Background: an optimization exercise with open tools, aiming at a short achievable clock period and few clock cycles. Do not read the settings as production practice. In this exercise RTL edits were held to simulation tests only and were not proved equivalent to the original. No activity file was given, so power comes from the tool's default toggle rates.

// microP
module microP(
    input clk,
    input reset,
    output [7:0] imem_addr,
    input [16:0] imem_data,
    output [7:0] dmem_addr,
    output [7:0] dmem_wdata,
    output dmem_we,
    input [7:0] dmem_rdata,
    input [7:0] data_in,
    output out_we,
    output [7:0] data_out_col,
    output [7:0] data_out_addr
    );
Size in the first run: ~950 cells after synthesis, about 77 I/O pins.
==> module microP, before the edit <==
module microP(
    input clk,
    input reset,
    output [7:0] imem_addr,
    input [16:0] imem_data,
    output [7:0] dmem_addr,
    output [7:0] dmem_wdata,
    output dmem_we,
    input [7:0] dmem_rdata,
    input [7:0] data_in,
    output out_we,
    output [7:0] data_out_col,
    output [7:0] data_out_addr
    );
reg [7:0] PC;
reg [16:0] IR;            
reg v_id;                 
reg stall_q;              
reg [7:0] PC_id;          
reg [7:0] P1_id;          
reg [7:0] ALT_id;         
reg [7:0] A_e, B_e;       
reg cin_e;                
reg add_e;                
reg [10:0] sel_e;         
reg [14:0] sd_e;          
reg [7:0] L_e;            
reg RW_e, MW_e, OW_e;
reg [2:0] DR_e;
reg [7:0] R1, R2, R3, R4, R5, R6, R7;    
wire [7:0] sum, sumn;
wire cout, coutn;
wire [7:0] p_e;
wire [7:0] g_e;
add8 ADD(.a(A_e), .b(B_e), .cin(cin_e), .s(sum), .sn(sumn), .cout(cout), .coutn(coutn), .p(p_e),
         .g(g_e));
wire [7:0] k_e;
or8 KE(.a(A_e), .b(B_e), .y(k_e));
wire [7:0] fast, fastn;
wire [7:0] shifted;
shifter SH(.a(A_e), .sd(sd_e), .y(shifted));
alu_fast ALUF(.A(A_e), .g(g_e), .k(k_e), .p(p_e), .sh(shifted), .sel({sel_e[10], sel_e[8:0]}),
              .link(L_e), .ld(dmem_rdata), .din(data_in), .f(fast), .fn(fastn));
wire slt_e = sel_e[9];
wire [7:0] res;
mux8 RESM(.s(add_e), .a(fast | {7'd0, slt_e & coutn}), .b(sum), .y(res));
wire z_add;
sum_zero SZ(.t(p_e), .k(k_e), .cin(cin_e), .z(z_add));
assign dmem_addr = A_e;
assign dmem_wdata = B_e;
assign dmem_we = MW_e;
assign out_we = OW_e;
assign data_out_col = A_e;
assign data_out_addr = B_e;
assign imem_addr = PC;
wire [7:0] PC1, target;
wire unused_c2, unused_c2n;
wire [7:0] unused_n2, unused_p2, unused_g2;
inc8 INC(.a(PC), .y(PC1));
add8 TGT(.a(PC), .b({{2{imem_data[5]}}, imem_data[5:0]}), .cin(1'b1), .s(target),
         .sn(unused_n2), .cout(unused_c2), .coutn(unused_c2n), .p(unused_p2), .g(unused_g2));
wire pred_if;
predict PRD(.op(imem_data[16:12]), .back(imem_data[5]), .taken(pred_if));
wire [7:0] alt_if;
mux8 ALTM(.s(pred_if), .a(target), .b(PC1), .y(alt_if));
wire [2:0] dr = IR[11:9];
wire [2:0] sa = IR[8:6];
wire [2:0] sb = IR[5:3];
wire [7:0] ra, rb, ran, rbn;
wire [7:0] rnz, rnz_unused;
wire zr_a, zr_an, zr_b_unused, zr_bn_unused, fwd_a, fwd_b, fwd_an, fwd_bn;
reg_read RDA(.a(sa), .r1(R1), .r2(R2), .r3(R3), .r4(R4), .r5(R5), .r6(R6), .r7(R7),
             .rw_e(RW_e), .dr_e(DR_e), .q(ra), .qn(ran), .z(zr_a), .nz(zr_an), .rnz(rnz),
             .fwd(fwd_a), .fwd_n(fwd_an));
reg_read RDB(.a(sb), .r1(R1), .r2(R2), .r3(R3), .r4(R4), .r5(R5), .r6(R6), .r7(R7),
             .rw_e(RW_e), .dr_e(DR_e), .q(rb), .qn(rbn), .z(zr_b_unused), .nz(zr_bn_unused),
             .rnz(rnz_unused),
             .fwd(fwd_b), .fwd_n(fwd_bn));
wire w_d, MW_d, OW_d, cin_d, add_d, is_jmr, pred_id;
wire [5:0] pre_r;
wire [10:0] pre_b;
wire [10:0] sel_d;
wire [14:0] sd_d;
wire [7:0] imm;
decode DEC(.ins(IR), .ok(reset & v_id), .add_e(add_e), .slt_e(slt_e),
           .w(w_d), .mw(MW_d), .ow(OW_d), .cin(cin_d), .add(add_d), .is_jmr(is_jmr),
           .pred(pred_id), .sel(sel_d), .sd(sd_d), .imm(imm), .pre_r(pre_r), .pre_b(pre_b));
wire stall = stall_q & v_id & reset;
wire stall_next;
stall_ahead SA(.ins(imem_data), .ir(IR), .ok(reset & v_id & ~stall), .y(stall_next));
wire redirect;
id_ctl CTL(.pre(pre_r), .stall(stall), .fwd_a(fwd_a), .z_add(z_add), .sa(sa), .rnz(rnz),
           .redirect(redirect));
wire [7:0] rpc_n;
rpc_sel RPC(.jmr_f(is_jmr & fwd_a), .jmr_r(is_jmr & fwd_an), .other(~is_jmr),
            .sum(sum), .ra(ra), .alt(ALT_id), .y_n(rpc_n));
wire [7:0] next_pc;
wire en_if = reset & ~stall;
pc_select PCS(.hold(stall), .t(en_if & pred_if), .p(en_if & ~pred_if),
              .redirect(redirect), .pc(PC_id), .target(target), .pc1(PC1), .rpc_n(rpc_n),
              .next_pc(next_pc));
wire [7:0] A_d, B_d;
wire [10:0] pre_a = {add_e, 1'b0, ~add_e, 1'b0, ~add_e & ~slt_e, 1'b0, slt_e, 1'b0, 1'b0, 1'b1, 1'b0};
opnd_sel OPA(.fwd(fwd_a), .fwd_n(fwd_an), .pre(pre_a),
             .cout(cout), .coutn(coutn), .sum(sum), .sumn(sumn), .fast(fast), .fastn(fastn),
             .imm(8'd0), .r(ra), .rn(ran), .q(A_d));
opnd_sel OPB(.fwd(fwd_b), .fwd_n(fwd_bn), .pre(pre_b),
             .cout(cout), .coutn(coutn), .sum(sum), .sumn(sumn), .fast(fast), .fastn(fastn),
             .imm(imm), .r(rb), .rn(rbn), .q(B_d));
always @(posedge clk) begin
    PC <= next_pc;
end
always @(posedge clk) begin
    stall_q <= stall_next;
    v_id <= reset & ~stall & ~redirect;
    IR <= imem_data;
    PC_id <= PC;
    P1_id <= PC1;
    ALT_id <= alt_if;
end
always @(posedge clk) begin
    RW_e <= w_d && (dr != 3'd0);
    MW_e <= MW_d;
    OW_e <= OW_d;
end
always @(posedge clk) begin
    A_e <= A_d; B_e <= B_d; L_e <= P1_id; sd_e <= sd_d; cin_e <= cin_d; add_e <= add_d; sel_e <= sel_d;
    DR_e <= dr;
end
always @(posedge clk) begin
    if (RW_e) begin
        case (DR_e)
            3'd1: R1 <= res; 3'd2: R2 <= res; 3'd3: R3 <= res; 3'd4: R4 <= res;
            3'd5: R5 <= res; 3'd6: R6 <= res; 3'd7: R7 <= res;
            default: ;
        endcase
    end
end
endmodule
==> module id_ctl, before the edit <==
module id_ctl(input [5:0] pre, input stall, input fwd_a, input z_add, input [2:0] sa,
              input [7:0] rnz, output redirect);
wire r1 = pre[2] & ~stall, r0 = pre[1] & ~stall;
wire rf_n, rr, rr_n;
mux1i MF(.s(z_add), .a(r0), .b(r1), .y(rf_n));
wire [7:0] leaf_n;
genvar i;
generate
    for (i = 0; i < 8; i = i + 1) begin : gl
        mux1i L(.s(rnz[i]), .a(r1), .b(r0), .y(leaf_n[i]));
    end
endgenerate
mux8to1i T(.s(sa), .d(leaf_n), .y(rr));
inv1 I(.a(rr), .y(rr_n));
mux1i M(.s(fwd_a), .a(rr_n), .b(rf_n), .y(redirect));
endmodule
export LEC_CHECK = 0
export CAP_MARGIN = 20
export CORE_MARGIN = 2
export CORE_UTILIZATION = 40
export PLACE_DENSITY = 0.6
export SETUP_SLACK_MARGIN = 3.0
export SLEW_MARGIN = 20
export SYNTH_HIERARCHICAL = 1
export SYNTH_MINIMUM_KEEP_SIZE = 0
export TNS_END_PERCENT = 100
create_clock -name core_clock -period 5.0 [get_ports {clk}]
standard.sh (not shown) runs the stock make flow with config.mk's settings and CLKGATE_MAP_FILE= SYNTH_SCRIPT=/design/flow/synth_recipe.tcl, a recipe that flattens the netlist after the stock synthesis.
==> flow/flow/run.sh <==
#!/bin/bash
# The standard layout (standard.sh), with two changes to how it is made:
# the resizer may swap a cell for one of another footprint, and the port
# buffers are buf_4 cells (the standard flow's default is a delay buffer).
set -euo pipefail
bash standard.sh MATCH_CELL_FOOTPRINT=0 "BUFFER_PORTS_ARGS=-buffer_cell sky130_fd_sc_hd__buf_4" finish > standard_flow.log 2>&1
Testbench counts at the start, summed over its fixed seeds: cycles 51,042.
Edit:
--- a/flow/design.v
+++ b/flow/design.v
@@ -88,11 +88,11 @@
            .pred(pred_id), .sel(sel_d), .sd(sd_d), .imm(imm), .pre_r(pre_r), .pre_b(pre_b));
 wire stall = stall_q & v_id & reset;
 wire stall_next;
 stall_ahead SA(.ins(imem_data), .ir(IR), .ok(reset & v_id & ~stall), .y(stall_next));
 wire redirect;
-id_ctl CTL(.pre(pre_r), .stall(stall), .fwd_a(fwd_a), .z_add(z_add), .sa(sa), .rnz(rnz),
+id_ctl CTL(.pre(pre_r), .stall(stall), .fwd_a(fwd_a), .z_add(z_add), .zr_a(zr_a),
            .redirect(redirect));
 wire [7:0] rpc_n;
 rpc_sel RPC(.jmr_f(is_jmr & fwd_a), .jmr_r(is_jmr & fwd_an), .other(~is_jmr),
             .sum(sum), .ra(ra), .alt(ALT_id), .y_n(rpc_n));
 wire [7:0] next_pc;
@@ -300,24 +300,16 @@
         aoi21 X(.a1(t), .a2(target[i]), .b1(r[i]), .y(x_n[i]));
         aoi22 M(.a1(redirect), .a2(rpc_n[i]), .b1(redirect_n), .b2(x_n[i]), .y(next_pc[i]));
     end
 endgenerate
 endmodule
-module id_ctl(input [5:0] pre, input stall, input fwd_a, input z_add, input [2:0] sa,
-              input [7:0] rnz, output redirect);
+module id_ctl(input [5:0] pre, input stall, input fwd_a, input z_add, input zr_a,
+              output redirect);
 wire r1 = pre[2] & ~stall, r0 = pre[1] & ~stall;
-wire rf_n, rr, rr_n;
+wire rf_n, rr_n;
 mux1i MF(.s(z_add), .a(r0), .b(r1), .y(rf_n));
-wire [7:0] leaf_n;
-genvar i;
-generate
-    for (i = 0; i < 8; i = i + 1) begin : gl
-        mux1i L(.s(rnz[i]), .a(r1), .b(r0), .y(leaf_n[i]));
-    end
-endgenerate
-mux8to1i T(.s(sa), .d(leaf_n), .y(rr));
-inv1 I(.a(rr), .y(rr_n));
+mux1i MR(.s(zr_a), .a(r0), .b(r1), .y(rr_n));
 mux1i M(.s(fwd_a), .a(rr_n), .b(rf_n), .y(redirect));
 endmodule
 module stall_ahead(input [16:0] ins, input [16:0] ir, input ok, output y);
 wire [4:0] op = ins[16:12];
 wire uses_a = (op == 5'd11) || (op == 5'd19) || (op == 5'd7);
Result: The new run went through all stages and came out clean; flip-flop and latch count is unchanged; routed wire length shrinks slightly; count of clock-buffer cells in the layout grows by 1; register-to-register slack improves by 0.38 ns; cell area hardly moves; worst setup slack improves by 0.41 ns; core utilization grows by 0.23 points; hold slack degrades by 0.0041 ns; power is about the same; critical path depth shrinks by 6; non-clock buffer count grows by 17; final cell count grows slightly.
Testbench counts after the change, summed over its fixed seeds: cycles 51,042.

==> static timing again, ports no longer ideal <==
The flow's constraints put no driver on any port. The routed layouts listed below were extracted and timed again, unchanged, in two steps. Step 1 assumes that a clkbuf_16 drives the clock port and a buf_2 every other input. Step 2, shift: input delay + t, output delay - t, t = (earliest + latest rising clock arrival at the registers) / 2. This alone moves slack from input paths to output paths. Slacks: no drivers / after step 1 / after step 2; pairs: no drivers / after step 1.
run	t, ns	setup slack, ns	worst hold slack (ns)	worst setup path at the end
the first run	0.476	2.425 / 2.431 / 1.955	0.328 / 0.328 / 0.328	input to register
the second run	0.484	2.835 / 2.831 / 2.471	0.324 / 0.324 / 0.324	input to register
After both steps setup and hold are still met in every run listed. For the first run, which loses most, drivers alone change the setup slack by +0.006 ns; drivers and shift together by -0.470 ns.
